From an optimization exercise on the open Yosys and OpenROAD flow, aimed at small area; shortcuts taken in it are not production practice. RTL that was checked went through simulation tests only; none was proved equivalent to the original. Power and IR drop assume default switching activity.

==> flow/design.v <==
module controller(
    input en,
    input [4:0] addr,
    output [31:1] we
    );
genvar i;
generate
for (i = 1; i < 32; i = i + 1) begin : d
    assign we[i] = en & (addr == i);
end
endgenerate
endmodule
module register_set_32 #(parameter W = 16) (
    input [4:0] raddr,
    input [W*31-1:0] regs,     
    output [W-1:0] rdata
    );
wire [31:1] sel;
genvar i, b;
generate
for (i = 1; i < 32; i = i + 1) begin : d
    assign sel[i] = (raddr == i);
end
for (b = 0; b < W; b = b + 1) begin : bt
    wire [9:0] y;
    for (i = 0; i < 10; i = i + 1) begin : s
        MUX aoi(.a0(sel[3*i+1]), .b0(regs[W*(3*i)+b]),
                .a1(sel[3*i+2]), .b1(regs[W*(3*i+1)+b]),
                .a2(sel[3*i+3]), .b2(regs[W*(3*i+2)+b]),
                .y(y[i]));
    end
    assign rdata[b] = ~(&y) | (sel[31] & regs[W*30+b]);
end
endgenerate
endmodule
module MUX(
    input a0, b0,
    input a1, b1,
    input a2, b2,
    output y
    );
assign y = ~((a0 & b0) | (a1 & b1) | (a2 & b2));
endmodule
module ALU #(parameter N = 32) (
    input [N-1:0] a,
    input [N-1:0] b,
    input cin,
    output [N-1:0] s,
    output cout,
    output [N-1:0] p
    );
localparam L = 5;    
wire [N-1:0] g = a & b;
assign p = a ^ b;
reg [N-1:0] G, P;
integer l, i;
always @(*) begin
    G = g;
    P = p;
    G[0] = g[0] | (p[0] & cin);
    for (l = 0; l < L; l = l + 1)
        for (i = 0; i < N; i = i + 1)
            if (((i + 1) % (2 << l)) == 0) begin
                G[i] = G[i] | (P[i] & G[i - (1 << l)]);
                P[i] = P[i] & P[i - (1 << l)];
            end
    for (l = L - 2; l >= 0; l = l - 1)
        for (i = 0; i < N; i = i + 1)
            if (i >= (3 << l) - 1 && ((i + 1 - (3 << l)) % (2 << l)) == 0) begin
                G[i] = G[i] | (P[i] & G[i - (1 << l)]);
                P[i] = P[i] & P[i - (1 << l)];
            end
end
assign s = p ^ {G[N-2:0], cin};
assign cout = G[N-1];
endmodule
module next_addr(
    input [31:1] addr,
    input [31:0] instr,
    input jal,
    input taken,
    output [31:1] next_addr
    );
wire [31:1] immb = {{20{instr[31]}}, instr[7], instr[30:25], instr[11:8]};
wire [31:1] immj = {{12{instr[31]}}, instr[19:12], instr[20], instr[30:21]};
wire [31:1] inc  = taken ? (jal ? immj : immb) : 31'd2;
wire co;
wire [31:1] pp;
ALU #(.N(31)) add(.a(addr), .b(inc), .cin(1'b0), .s(next_addr), .cout(co), .p(pp));
endmodule
module riscv_top(
    input clk,
    input rst_n,
    output [31:0] imem_addr,
    input  [31:0] imem_data,
    output [31:0] dmem_addr,
    output [31:0] dmem_wdata,
    output        dmem_we,
    input  [31:0] dmem_rdata,
    output        wb_en,
    output [4:0]  wb_rd,
    output [31:0] wb_data
    );
wire [31:0] ins = imem_data;
wire [6:0] op = ins[6:0];
wire [2:0] f3 = ins[14:12];
wire [4:0] rs1 = ins[19:15];
wire [4:0] rs2 = ins[24:20];
wire [4:0] rd  = ins[11:7];
wire lo    = op[1] & op[0] & ~op[3];
wire Rtype = lo & ~op[6] &  op[5] &  op[4] & ~op[2];
wire Itype = lo & ~op[6] & ~op[5] &  op[4] & ~op[2];
wire lui   = lo & ~op[6] &  op[5] &  op[4] &  op[2];
wire load  = lo & ~op[6] & ~op[5] & ~op[4] & ~op[2];
wire store = lo & ~op[6] &  op[5] & ~op[4] & ~op[2];
wire beq   = lo &  op[6] &  op[5] & ~op[4] & ~op[2] & (f3 == 3'b000);
wire jal   = op[1] & op[0] & op[6] & op[5] & ~op[4] & op[3] & op[2];
wire [31:1] we_lo, we_hi;
controller wdec_lo(.en(wb_en), .addr(rd), .we(we_lo));
controller wdec_hi(.en(wb_en), .addr(rd), .we(we_hi));
wire [16*31-1:0] regs_lo, regs_hi;
genvar gi;
generate
for (gi = 1; gi < 32; gi = gi + 1) begin : rf
    reg [31:0] r;
    always @(posedge clk) begin
        if (we_lo[gi])
            r[15:0] <= wb_data[15:0];
        if (we_hi[gi])
            r[31:16] <= wb_data[31:16];
    end
    assign regs_lo[16*(gi-1) +: 16] = r[15:0];
    assign regs_hi[16*(gi-1) +: 16] = r[31:16];
end
endgenerate
wire [31:0] rdata1, rdata2;
register_set_32 rport1_lo(.raddr(rs1), .regs(regs_lo), .rdata(rdata1[15:0]));
register_set_32 rport1_hi(.raddr(rs1), .regs(regs_hi), .rdata(rdata1[31:16]));
register_set_32 rport2_lo(.raddr(rs2), .regs(regs_lo), .rdata(rdata2[15:0]));
register_set_32 rport2_hi(.raddr(rs2), .regs(regs_hi), .rdata(rdata2[31:16]));
wire b_rs2 = op[5] & (op[4] | op[6]);
wire st_imm = op[5] & ~op[4];
wire [31:0] imm_is = {{20{ins[31]}}, ins[31:25], st_imm ? ins[11:7] : ins[24:20]};
wire [31:0] alu_b = b_rs2 ? rdata2 : imm_is;
wire sub = op[4] & f3[1];
wire [31:0] sum, pr;
wire cout;
ALU #(.N(32)) alu(.a(rdata1), .b(alu_b ^ {32{sub}}), .cin(sub), .s(sum), .cout(cout), .p(pr));
wire ltu = ~cout;
wire lt  = ltu ^ rdata1[31] ^ alu_b[31];
wire eq  = ~|pr;         
wire s_ld  = ~op[4];
wire s_lui = op[4] & op[2];
wire s_ri  = op[4] & ~op[2];
wire s_add = s_ri & (f3 == 3'b000);
wire s_or  = s_ri & (f3 == 3'b110);
wire s_lt  = s_ri & ~f3[2] & f3[1];
assign wb_data = ({32{s_ld}}  & dmem_rdata)
               | ({32{s_lui}} & {ins[31:12], 12'b0})
               | ({32{s_add}} & sum)
               | ({32{s_or}}  & (rdata1 | alu_b))
               | {31'b0, s_lt & (f3[0] ? ltu : lt)};
reg  [31:0] pc_addr;
wire [31:1] pc_next;
next_addr next_addr_0(.addr(pc_addr[31:1]), .instr(ins), .jal(jal), .taken(jal | (beq & eq)),
                      .next_addr(pc_next));
always @(posedge clk or negedge rst_n)
    if (rst_n == 1'b0)
        pc_addr <= 32'b0;
    else
        pc_addr <= {pc_next, pc_addr[0]};
assign imem_addr  = pc_addr;
assign dmem_addr  = sum;
assign dmem_wdata = rdata2;
assign dmem_we    = store & rst_n;
assign wb_en      = (Rtype | Itype | lui | load) & rst_n & (rd != 5'b0);
assign wb_rd      = rd;
endmodule
Settings: LEC_CHECK=0, CAP_MARGIN=5, CORE_MARGIN=2, CORE_UTILIZATION=45, PLACE_DENSITY=0.65, SLEW_MARGIN=5, SYNTH_HIERARCHICAL=1; clock period 13.0 ns.
standard.sh (not shown) runs the stock make flow with config.mk's settings and CLKGATE_MAP_FILE= SYNTH_SCRIPT=/design/flow/synth_recipe.tcl, a recipe that flattens the netlist after the stock synthesis.
==> flow/flow/run.sh <==
#!/bin/bash
# Own layout flow: the standard ORFS flow (standard.sh, unchanged synthesis),
# with small port buffers and a clock tree of clkbuf_8 without dummy loads.
set -euo pipefail
cd "$(dirname "$0")/.."
export BUFFER_PORTS_ARGS="-buffer_cell sky130_fd_sc_hd__buf_1"
export CTS_ARGS="-sink_clustering_enable -repair_clock_nets -dont_use_dummy_load -buf_list sky130_fd_sc_hd__clkbuf_8 -sink_clustering_size 16 -sink_clustering_max_diameter 60"
bash standard.sh finish > run_standard.log 2>&1
==> next run, changes <==
--- a/flow/design.v
+++ b/flow/design.v
@@ -1,19 +1,14 @@
-module controller(
-    input en,
-    input [4:0] addr,
-    output [31:1] we
+module extender(
+    input a1, a2,
+    input b1, b2,
+    output y
     );
-genvar i;
-generate
-for (i = 1; i < 32; i = i + 1) begin : d
-    assign we[i] = en & (addr == i);
-end
-endgenerate
+assign y = (a1 & a2) | (b1 & b2);
 endmodule
-module register_set_32 #(parameter W = 16) (
+module register_set_32(
     input [4:0] raddr,
-    input [W*31-1:0] regs,     
-    output [W-1:0] rdata
+    input [32*31-1:0] regs,    
+    output [31:0] rdata
     );
 wire [31:1] sel;
 genvar i, b;
@@ -21,15 +16,15 @@
 for (i = 1; i < 32; i = i + 1) begin : d
     assign sel[i] = (raddr == i);
 end
-for (b = 0; b < W; b = b + 1) begin : bt
+for (b = 0; b < 32; b = b + 1) begin : bt
     wire [9:0] y;
     for (i = 0; i < 10; i = i + 1) begin : s
-        MUX aoi(.a0(sel[3*i+1]), .b0(regs[W*(3*i)+b]),
-                .a1(sel[3*i+2]), .b1(regs[W*(3*i+1)+b]),
-                .a2(sel[3*i+3]), .b2(regs[W*(3*i+2)+b]),
+        MUX aoi(.a0(sel[3*i+1]), .b0(regs[32*(3*i)+b]),
+                .a1(sel[3*i+2]), .b1(regs[32*(3*i+1)+b]),
+                .a2(sel[3*i+3]), .b2(regs[32*(3*i+2)+b]),
                 .y(y[i]));
     end
-    assign rdata[b] = ~(&y) | (sel[31] & regs[W*30+b]);
+    assign rdata[b] = ~(&y) | (sel[31] & regs[32*30+b]);
 end
 endgenerate
 endmodule
@@ -115,29 +110,25 @@
 wire store = lo & ~op[6] &  op[5] & ~op[4] & ~op[2];
 wire beq   = lo &  op[6] &  op[5] & ~op[4] & ~op[2] & (f3 == 3'b000);
 wire jal   = op[1] & op[0] & op[6] & op[5] & ~op[4] & op[3] & op[2];
-wire [31:1] we_lo, we_hi;
-controller wdec_lo(.en(wb_en), .addr(rd), .we(we_lo));
-controller wdec_hi(.en(wb_en), .addr(rd), .we(we_hi));
-wire [16*31-1:0] regs_lo, regs_hi;
-genvar gi;
+wire [32*31-1:0] regs;
+genvar gi, gb;
 generate
 for (gi = 1; gi < 32; gi = gi + 1) begin : rf
+    wire we = wb_en && rd == gi;
+    wire wen = ~we;
+    wire [31:0] d;
     reg [31:0] r;
-    always @(posedge clk) begin
-        if (we_lo[gi])
-            r[15:0] <= wb_data[15:0];
-        if (we_hi[gi])
-            r[31:16] <= wb_data[31:16];
+    for (gb = 0; gb < 32; gb = gb + 1) begin : b
+        extender hold(.a1(we), .a2(wb_data[gb]), .b1(wen), .b2(r[gb]), .y(d[gb]));
     end
-    assign regs_lo[16*(gi-1) +: 16] = r[15:0];
-    assign regs_hi[16*(gi-1) +: 16] = r[31:16];
+    always @(posedge clk)
+        r <= d;
+    assign regs[32*(gi-1) +: 32] = r;
 end
 endgenerate
 wire [31:0] rdata1, rdata2;
-register_set_32 rport1_lo(.raddr(rs1), .regs(regs_lo), .rdata(rdata1[15:0]));
-register_set_32 rport1_hi(.raddr(rs1), .regs(regs_hi), .rdata(rdata1[31:16]));
-register_set_32 rport2_lo(.raddr(rs2), .regs(regs_lo), .rdata(rdata2[15:0]));
-register_set_32 rport2_hi(.raddr(rs2), .regs(regs_hi), .rdata(rdata2[31:16]));
+register_set_32 rport1(.raddr(rs1), .regs(regs), .rdata(rdata1));
+register_set_32 rport2(.raddr(rs2), .regs(regs), .rdata(rdata2));
 wire b_rs2 = op[5] & (op[4] | op[6]);
 wire st_imm = op[5] & ~op[4];
 wire [31:0] imm_is = {{20{ins[31]}}, ins[31:25], st_imm ? ins[11:7] : ins[24:20]};
The new run finished clean.
Power goes down by 14%.
Cell area goes down by 3.1%.
Worst setup slack gets worse by 0.62 ns.
Sequential share of layout area goes down by 19 points.
Register-to-register slack gets worse by 0.36 ns.
Count of clock-buffer cells in the layout goes down by 7.
Synthesized cell count goes up by 32%.
Hold slack gets worse by 0.092 ns.
First-iteration DRC count goes up by 23%.
The RTL of the first run of this note was laid out without a check of its function.

[what the ideal ports hide]
In the flow no input, the clock included, has a driving cell. The finished layouts below were timed again as built, in two steps. Step 1, drivers: a clkbuf_16 drives clk and a buf_2 each remaining input, both assumed. Step 2 moves the port delays by t, midway between the first and last clock arrival at a register: inputs arrive t later, outputs are due t later. That takes back most of the time a late clock gives input paths. Slacks: ideal / step 1 / step 2; pairs: ideal / step 1.
| run | t (ns) | setup slack, ns | hold WS [ns] | worst setup path at the end | pins driven straight from the clock port |
|---|---|---|---|---|---|
| the first run | 0.833 | 0.796 / 0.764 / 0.764 | 0.595 / 0.595 / 0.595 | input to output | 1 |
| the second run | 0.831 | 0.174 / 0.042 / 0.042 | 0.503 / 0.503 / 0.503 | input to output | 1 |
After both steps setup and hold are still met in every run listed. The setup slack of the second run, which loses most, moves by -0.132 ns with the drivers and by -0.132 ns with both steps.
